From an optimization exercise on the open Yosys and OpenROAD flow, aimed at small area, a short achievable clock period and few clock cycles per item; shortcuts taken in it are not production practice. In this exercise RTL edits were held to simulation tests only and were not proved equivalent to the original.

==> flow/design.v (excerpt) <==
module polar_decoder (
    input           clk,
    input           rst_n,
    input           module_en,
    output          proc_done,
    output  [ 10:0] raddr,
    input   [191:0] rdata,
    output  [  5:0] waddr,
    output  [139:0] wdata
);
    integer i, j;
    genvar gi;
    localparam ST_IDLE = 3'd0, ST_P1 = 3'd1, ST_PZ = 3'd2, ST_TOP = 3'd3,
               ST_TREE = 3'd4, ST_CWZ = 3'd5, ST_KF = 3'd6, ST_DONE = 3'd7;
    reg [2:0]  st;
    reg [6:0]  K, Kn, P;
    reg        knv, kf2, pcap;
    reg [5:0]  p;
    reg [10:0] cwbase;       
    reg [1:0]  q;
    reg [3:0]  ts;
    reg [2:0]  lv;
    reg [2:0]  pos;
    reg        actg;
    reg [1:0]  lstep;
    reg [1:0]  blr, ul;
    reg [10:0] raddr_r;
    reg [5:0]  waddr_r;
    reg        wd_clr, cwd1, dn1;
    reg [5:0]  p_d;
    reg        done;
    reg [126:0] wd;
    reg [6:0]  dec_idx;
    assign raddr = raddr_r;
    assign waddr = waddr_r;
    assign wdata = {13'd0, wd};
    assign proc_done = done;
    reg [191:0] hold, hold2;
    reg signed [13:0] B5 [0:31];
    reg signed [14:0] B4 [0:15];
    reg signed [15:0] B3 [0:7];
    reg signed [16:0] B2 [0:3];
    reg [3:0] nz2r;
    reg signed [17:0] B1 [0:1];
    reg [3:0]  PS4;
    reg [7:0]  PS8;
    reg [15:0] PS16;
    reg [31:0] PS32;
    reg [63:0] PS64;
    reg        pv, pfs3;
    reg [7:0]  praw;
    reg [3:0]  pfz, pcomb, pmask;
    reg [4:0]  pw;
    wire [3:0]  PS4e;
    wire [7:0]  PS8e;
    wire [15:0] PS16e;
    wire [127:0] fz;
    wire [31:0]  r0_4;
    wire [15:0]  r0_8, r1_8;
    wire [7:0]   r0_16;
    wire [3:0]   r0_32;
    wire [1:0]   r0_64;
    reliability_LUT lut (.K(K), .fz(fz), .r0_4(r0_4), .r0_8(r0_8), .r0_16(r0_16),
                         .r0_32(r0_32), .r0_64(r0_64), .r1_8(r1_8));
    wire [6:0] Kx = (st == ST_KF) ? rdata[16:10] : Kn;
    wire [127:0] fzx_unused;
    wire [31:0]  r0x_4;
    wire [15:0]  r0x_8, r1x_8;
    wire [7:0]   r0x_16;
    wire [3:0]   r0x_32;
    wire [1:0]   r0x_64;
    reliability_LUT lutx (.K(Kx), .fz(fzx_unused), .r0_4(r0x_4), .r0_8(r0x_8), .r0_16(r0x_16),
  ...
Size: about 12000 cells after synthesis, ~350 I/O pins.
export LEC_CHECK = 0
export CAP_MARGIN = 20
export CORE_MARGIN = 2
export CORE_UTILIZATION = 40
export SETUP_SLACK_MARGIN = 4
export SLEW_MARGIN = 20
create_clock -name core_clock -period 12.0 [get_ports {clk}]
run.sh (not shown) runs the stock make flow with config.mk's settings and CLKGATE_MAP_FILE= SYNTH_SCRIPT=/design/flow/synth_recipe.tcl, a recipe that flattens the netlist after the stock synthesis.
The baseline completed with no timing, DRC or antenna violations.
Testbench counts at the start, summed over its fixed seeds: cycles 75,350, packets 864.
Next try:
Settings changed: SETUP_SLACK_MARGIN 4 to unset.
Effect: Register-to-register slack degrades by 0.04 ns; count of clock-buffer cells in the layout came out higher by 30; clock skew came out lower by 0.011 ns; sequential share of layout area barely changes; critical path depth came out higher by 1.

* * *

lane 1:
polar_decoder, a different RTL version from the one above (not shown whole).
Size: roughly 10000 cells after synthesis, about 99000 sq um of cells after synthesis.
==> flow/config.mk <==
export PLATFORM = sky130hd
export DESIGN_NAME = polar_decoder
export DESIGN_NICKNAME = polar_decoder
export VERILOG_FILES = /design/flow/design.v
export SDC_FILE = /design/flow/constraint.sdc
export NUM_CORES = 8
export LEC_CHECK = 0
export CAP_MARGIN = 20
export CORE_MARGIN = 2
export CORE_UTILIZATION = 50
export CTS_CLUSTER_DIAMETER = 100
export CTS_CLUSTER_SIZE = 20
export SLEW_MARGIN = 20
==> flow/constraint.sdc <==
create_clock -name core_clock -period 12.0 [get_ports {clk}]
set_input_delay 2.4000 -clock core_clock [delete_from_list [all_inputs] [get_ports {clk}]]
set_output_delay 2.4000 -clock core_clock [all_outputs]
set_load 0.01 [all_outputs]
standard.sh (not shown) runs the stock make flow with config.mk's settings and CLKGATE_MAP_FILE= SYNTH_SCRIPT=/design/flow/synth_recipe.tcl, a recipe that flattens the netlist after the stock synthesis.
==> flow/flow/run.sh <==
#!/bin/bash
set -euo pipefail
export SETUP_SLACK_MARGIN=6.5
bash standard.sh > standard.log 2>&1
Layout checks on lane 1: not met. Flow itself completed; violations: max-slew violations.
Testbench counts of lane 1, summed over its fixed seeds: cycles 60,770, packets 864.
What lane 2 does differently from lane 1 at the input level:
- CORE_UTILIZATION changed from 50 to 40
==> flow/flow/run.sh <==
#!/bin/bash
set -euo pipefail
export SETUP_SLACK_MARGIN=6
bash standard.sh > standard.log 2>&1
In lane 2 the implementation ran to completion but is not tape-out ready, as the final checks report max-slew violations.
Between lane 2 and lane 1, it is lane 2 whose count of fill cells added during filler insertion is higher, by 39%.
From lane 1 to lane 2 the numbers moved as follows: sum of routed wire length over all layers went down, cell count grew by 324.
[inputs] lane 3 vs lane 2
==> flow/flow/run.sh <==
#!/bin/bash
set -euo pipefail
export SETUP_SLACK_MARGIN=6.5
bash standard.sh > standard.log 2>&1
[summary]
- In summary, lane 3 completed successfully, with a layout that passed the timing, design-rule and antenna checks.
- Number of clock buffers in the layout, lane 3 vs lane 2: down slightly
- Lane 3 reports a higher via count than lane 2 does.
- Going from lane 2 to lane 3, detailed route wirelength on metal2 shrank slightly.
- Cells: lane 3 has more instances than lane 2
- Area: lane 3 vs lane 2 -> lane 3 larger
- The run showing the smaller multi-input gate share of the layout cell area is lane 2.

* * *

== before ==
Another version of the RTL of polar_decoder (not shown whole).
For scale: about 1600 flip-flops, ~350 I/O pins, roughly 100000 um2 of cells after synthesis.
Design polar_decoder, start of the top module:
module polar_decoder (
    input           clk,
    input           rst_n,
    input           module_en,
    output          proc_done,
    output  [ 10:0] raddr,
    input   [191:0] rdata,
    output  [  5:0] waddr,
    output  [139:0] wdata
);
    integer i, j;
    genvar gi;
    localparam ST_IDLE = 3'd0, ST_P1 = 3'd1, ST_PZ = 3'd2, ST_TOP = 3'd3,
               ST_TREE = 3'd4, ST_CWZ = 3'd5, ST_KF = 3'd6, ST_DONE = 3'd7;
    reg [2:0]  st;
    reg [6:0]  K, Kn, P;
    reg        knv, kf2, pcap;
    reg [5:0]  p;
    reg [10:0] cwbase;       
    reg [1:0]  q;
    reg [3:0]  ts;
    reg [2:0]  lv;
    reg [2:0]  pos;
    reg        actg;
    reg [1:0]  lstep;
    reg [1:0]  blr, ul;
    reg [10:0] raddr_r;
    reg [5:0]  waddr_r;
    reg        wd_clr, cwd1, dn1;
    reg [5:0]  p_d;
    reg        done;
    reg [126:0] wd;
    reg [6:0]  dec_idx;
    assign raddr = raddr_r;
    assign waddr = waddr_r;
    assign wdata = {13'd0, wd};
    assign proc_done = done;
    reg [191:0] hold;
    reg signed [13:0] B5 [0:31];
    reg signed [14:0] B4 [0:15];
    reg signed [15:0] B3 [0:7];
    reg signed [16:0] B2 [0:3];
    reg [3:0] nz2r;
    reg [31:0] F5;
  ...
export LEC_CHECK = 0
export CAP_MARGIN = 20
export CORE_MARGIN = 2
export CORE_UTILIZATION = 40
export CTS_CLUSTER_DIAMETER = 100
export CTS_CLUSTER_SIZE = 20
export SLEW_MARGIN = 20
create_clock -name core_clock -period 12.0 [get_ports {clk}]
==> flow/flow/run.sh <==
#!/bin/bash
set -euo pipefail
export SETUP_SLACK_MARGIN=6.5
bash standard.sh > standard.log 2>&1
before: flow completed, timing, DRC and antenna clean
Testbench counts of before, summed over its fixed seeds: cycles 59,397, packets 864.
For after, these inputs were changed with respect to before:
--- a/flow/flow/run.sh
+++ b/flow/flow/run.sh
@@ -3,0 +4 @@
+export POST_GLOBAL_ROUTE_TCL="$(pwd)/flow/post_grt.tcl"
==> flow/flow/post_grt.tcl (new file) <==
# Hook run by ORFS at the end of global routing (POST_GLOBAL_ROUTE_TCL): the timing repair
# just before can leave a few max-slew/max-capacitance violations, so repair the design
# once more with global-route parasitics and re-route the changed nets incrementally,
# the same sequence global_route.tcl uses after its own repairs.
estimate_parasitics -global_routing
puts "post-grt slew violations before: [sta::max_slew_violation_count]"
repair_design -slew_margin 20 -cap_margin 20 -verbose
global_route -start_incremental
detailed_placement
global_route -end_incremental
estimate_parasitics -global_routing
puts "post-grt slew violations after: [sta::max_slew_violation_count]"
write_guides $::env(RESULTS_DIR)/route.guide
--- outcome ---
- The fraction of final layout cells sized beyond drive strength 1 on after is in line with that on before.
- In summary, before completed successfully, with a layout that passed the timing, design-rule and antenna checks.
- Per the final summary, after finished and its layout is clean on timing, DRC and antenna.
- Final instance area of after is on par with before.
- ~same share of the clock period used by the worst path in before and after
- In terms of total wire length after detailed routing, before and after differ only marginally.
- Diff before -> after: detailed-router iteration count before antenna repair moved up, count of unique library cells instantiated by Yosys level.

* * *

Setup of run a:
polar_decoder, a different RTL version from the one above (not shown whole).
Size: roughly 13000 cells after synthesis, roughly 350 I/O pins, ~120000 sq um of cells after synthesis.
export LEC_CHECK = 0
export CAP_MARGIN = 20
export CORE_MARGIN = 2
export CORE_UTILIZATION = 40
export SETUP_SLACK_MARGIN = 5
export SLEW_MARGIN = 20
create_clock -name core_clock -period 12.0 [get_ports {clk}]
run.sh (not shown) runs the stock make flow with config.mk's settings and CLKGATE_MAP_FILE= SYNTH_SCRIPT=/design/flow/synth_recipe.tcl, a recipe that flattens the netlist after the stock synthesis.
Stock flow here: none of the scripts above is used.
Testbench counts of run a, summed over its fixed seeds: cycles 65,847, packets 864.
The following lists how run b was set up differently from run a:
Settings: removing SETUP_SLACK_MARGIN (formerly 5).
==> run notes <==
Diff run a -> run b: share of the clock period used by the worst path saw an increase, number of nets in the layout saw a decrease, global-route usage saw little to no change. Run a → run b: post-route cell area shows a reduction of about 1%; fraction of standard cell area in multi-input logic did not really move. Setup WNS run a -> run b: worse. Run b ends up with a aggregate routed wire length that is 2100 microns lower than in run a. Of run b and run a, run a shows the higher highest achievable clock rate, with run b below it. Run b finished end to end and its layout was clean on timing, DRC and antenna.

* * *

Setup of v6:
polar_decoder with an RTL version that a note above also has.
For scale: ~10000 cells after synthesis, roughly 1600 flip-flops.
==> flow/config.mk <==
export PLATFORM = sky130hd
export DESIGN_NAME = polar_decoder
export DESIGN_NICKNAME = polar_decoder
export VERILOG_FILES = /design/flow/design.v
export SDC_FILE = /design/flow/constraint.sdc
export NUM_CORES = 8
export LEC_CHECK = 0
export CAP_MARGIN = 20
export CORE_MARGIN = 2
export CORE_UTILIZATION = 40
export CTS_CLUSTER_DIAMETER = 100
export CTS_CLUSTER_SIZE = 20
export SETUP_SLACK_MARGIN = 5
export SLEW_MARGIN = 20
==> flow/constraint.sdc <==
create_clock -name core_clock -period 12.0 [get_ports {clk}]
set_input_delay 2.4000 -clock core_clock [delete_from_list [all_inputs] [get_ports {clk}]]
set_output_delay 2.4000 -clock core_clock [all_outputs]
set_load 0.01 [all_outputs]
v6 has completed all stages; timing, DRC and antenna checks passed.
Testbench counts of v6, summed over its fixed seeds: cycles 60,770, packets 864.
[inputs] v7 vs v6
- clearing SETUP_SLACK_MARGIN, which used to be 5
==> flow/flow/run.sh (new file) <==
#!/bin/bash
set -euo pipefail
export SETUP_SLACK_MARGIN=6
export POST_GLOBAL_ROUTE_TCL="$(pwd)/flow/post_grt.tcl"
bash standard.sh > standard.log 2>&1
==> flow/flow/post_grt.tcl (new file) <==
# Hook run by ORFS at the end of global routing (POST_GLOBAL_ROUTE_TCL): the timing repair
# just before can leave a few max-slew/max-capacitance violations, so repair the design
# once more with global-route parasitics and re-route the changed nets incrementally,
# the same sequence global_route.tcl uses after its own repairs.
estimate_parasitics -global_routing
puts "post-grt slew violations before: [sta::max_slew_violation_count]"
repair_design -slew_margin 20 -cap_margin 20 -verbose
global_route -start_incremental
detailed_placement
global_route -end_incremental
estimate_parasitics -global_routing
puts "post-grt slew violations after: [sta::max_slew_violation_count]"
write_guides $::env(RESULTS_DIR)/route.guide
==> flow/standard.sh (new file) <==
#!/bin/bash
# synth_recipe.tcl (not shown) runs the flow's synth.tcl, then flattens the netlist and writes it again
# the make line also repeats each setting of config.mk as NAME=value (left out here)
make -C /OpenROAD-flow-scripts/flow DESIGN_CONFIG=/design/flow/config.mk WORK_HOME=/design/flow/orfs CLKGATE_MAP_FILE= SYNTH_SCRIPT=/design/flow/synth_recipe.tcl "${@:-finish}"
removed: flow/run.sh
==> run notes <==
v7 ends up with higher post-layout instance count excluding filler cells than v6 does.
For the multi-input combinational area share, v7 came in 0.53 points higher than v6 did.
Compared to v6, v7 leaves less free space in the core.
Standard cell area after detailed placement essentially unchanged between v7 and v6.
Relative to v6, the first-iteration DRC count of v7 is lower by 2.0%.
Any difference in number of multi-input combinational cells in the layout between v6 and v7 is small enough to ignore.
| worst setup timing slack at the placement stage | v7 vs v6 | better |
Critical path's slowest cell = sky130_fd_sc_hd__clkdlybuf4s50_1: v7; critical path's slowest cell = sky130_fd_sc_hd__xnor2_1: v6

* * *

polar_decoder, a different RTL version from the one above (not shown whole).
Size: about 10,000 cells after synthesis, ~1,600 flip-flops, ~350 I/O pins, about 0.10 mm2 of cells after synthesis.
clock: 12.0 ns
lec_check: 0
cap_margin: 20
core_margin: 2
core_utilization: 40
cts_cluster_diameter: 100
cts_cluster_size: 20
slew_margin: 20
standard.sh (not shown) runs the stock make flow with config.mk's settings and CLKGATE_MAP_FILE= SYNTH_SCRIPT=/design/flow/synth_recipe.tcl, a recipe that flattens the netlist after the stock synthesis.
==> flow/flow/run.sh <==
#!/bin/bash
set -euo pipefail
export SETUP_SLACK_MARGIN=6.5
export POST_GLOBAL_ROUTE_TCL="$(pwd)/flow/post_grt.tcl"
bash standard.sh > standard.log 2>&1
==> flow/flow/post_grt.tcl <==
# Hook run by ORFS at the end of global routing (POST_GLOBAL_ROUTE_TCL): the timing repair
# just before can leave a few max-slew/max-capacitance violations, so repair the design
# once more with global-route parasitics and re-route the changed nets incrementally,
# the same sequence global_route.tcl uses after its own repairs.
estimate_parasitics -global_routing
puts "post-grt slew violations before: [sta::max_slew_violation_count]"
repair_design -slew_margin 20 -cap_margin 20 -verbose
global_route -start_incremental
detailed_placement
global_route -end_incremental
estimate_parasitics -global_routing
puts "post-grt slew violations after: [sta::max_slew_violation_count]"
write_guides $::env(RESULTS_DIR)/route.guide
Testbench counts at the start, summed over its fixed seeds: cycles 60,770, packets 864.
Next try:
- CORE_UTILIZATION: 40 -> 50
Worst hold slack hardly moves.
Setup slack degrades by 450 ps.
Cell area shrinks slightly.
Fmax shrinks by a little under a tenth.
Routed wire length shrinks by a few percent.
Die area shrinks by about a fifth.
Core utilization grows by 12 points.
Sequential share of layout area grows by 0.34 points.
Non-clock buffer count grows by 11.
Global-route usage grows by 7.5 points.

-- static timing again, ports no longer ideal --
The results above use ideal ports. As a check the final layouts listed here were re-extracted and re-timed, cells and wires unchanged.
Step 1 sets driving cells, clkbuf_16 on the clock port and buf_2 on the other inputs (assumed; they add their load-dependent delay and slew).
Step 2 also shifts input and output timing later by t, the mid clock arrival at the registers, as if the neighbouring blocks saw the same clock.
a / b / c = ideal ports / drivers / drivers and shift; a / b = the first two.
| run | t, ns | setup WS [ns] | hold WS [ns] |
|---|---|---|---|
| the first run of note 1 | 0.978 | 4.329 / 4.329 / 4.329 | 0.343 / 0.343 / 0.343 |
| the second run of note 1 | 0.986 | 4.290 / 4.290 / 4.290 | 0.329 / 0.329 / 0.329 |
| lane 1 | 0.891 | 5.954 / 6.014 / 5.146 | 0.352 / 0.352 / 0.352 |
| lane 2 | 0.889 | 5.570 / 5.652 / 4.763 | 0.354 / 0.354 / 0.354 |
| lane 3 | 0.908 | 6.077 / 6.089 / 5.204 | 0.354 / 0.354 / 0.354 |
| before | 0.926 | 6.032 / 6.032 / 5.393 | 0.355 / 0.355 / 0.355 |
| after | 0.923 | 6.039 / 6.039 / 5.365 | 0.355 / 0.355 / 0.355 |
| run a | 0.985 | 5.074 / 5.074 / 4.825 | 0.332 / 0.332 / 0.332 |
| run b | 0.970 | 3.721 / 3.721 / 3.721 | 0.339 / 0.339 / 0.339 |
| v6 | 0.881 | 5.011 / 5.072 / 4.198 | 0.345 / 0.345 / 0.345 |
| v7 | 0.889 | 5.620 / 5.703 / 4.814 | 0.353 / 0.353 / 0.353 |
| the first run of note 6 | 0.913 | 6.038 / 6.038 / 5.433 | 0.355 / 0.355 / 0.355 |
| the second run of note 6 | 0.873 | 5.585 / 5.585 / 5.495 | 0.355 / 0.355 / 0.355 |
For lane 3, which loses most, drivers alone change the setup slack by +0.012 ns; drivers and shift together by -0.873 ns.
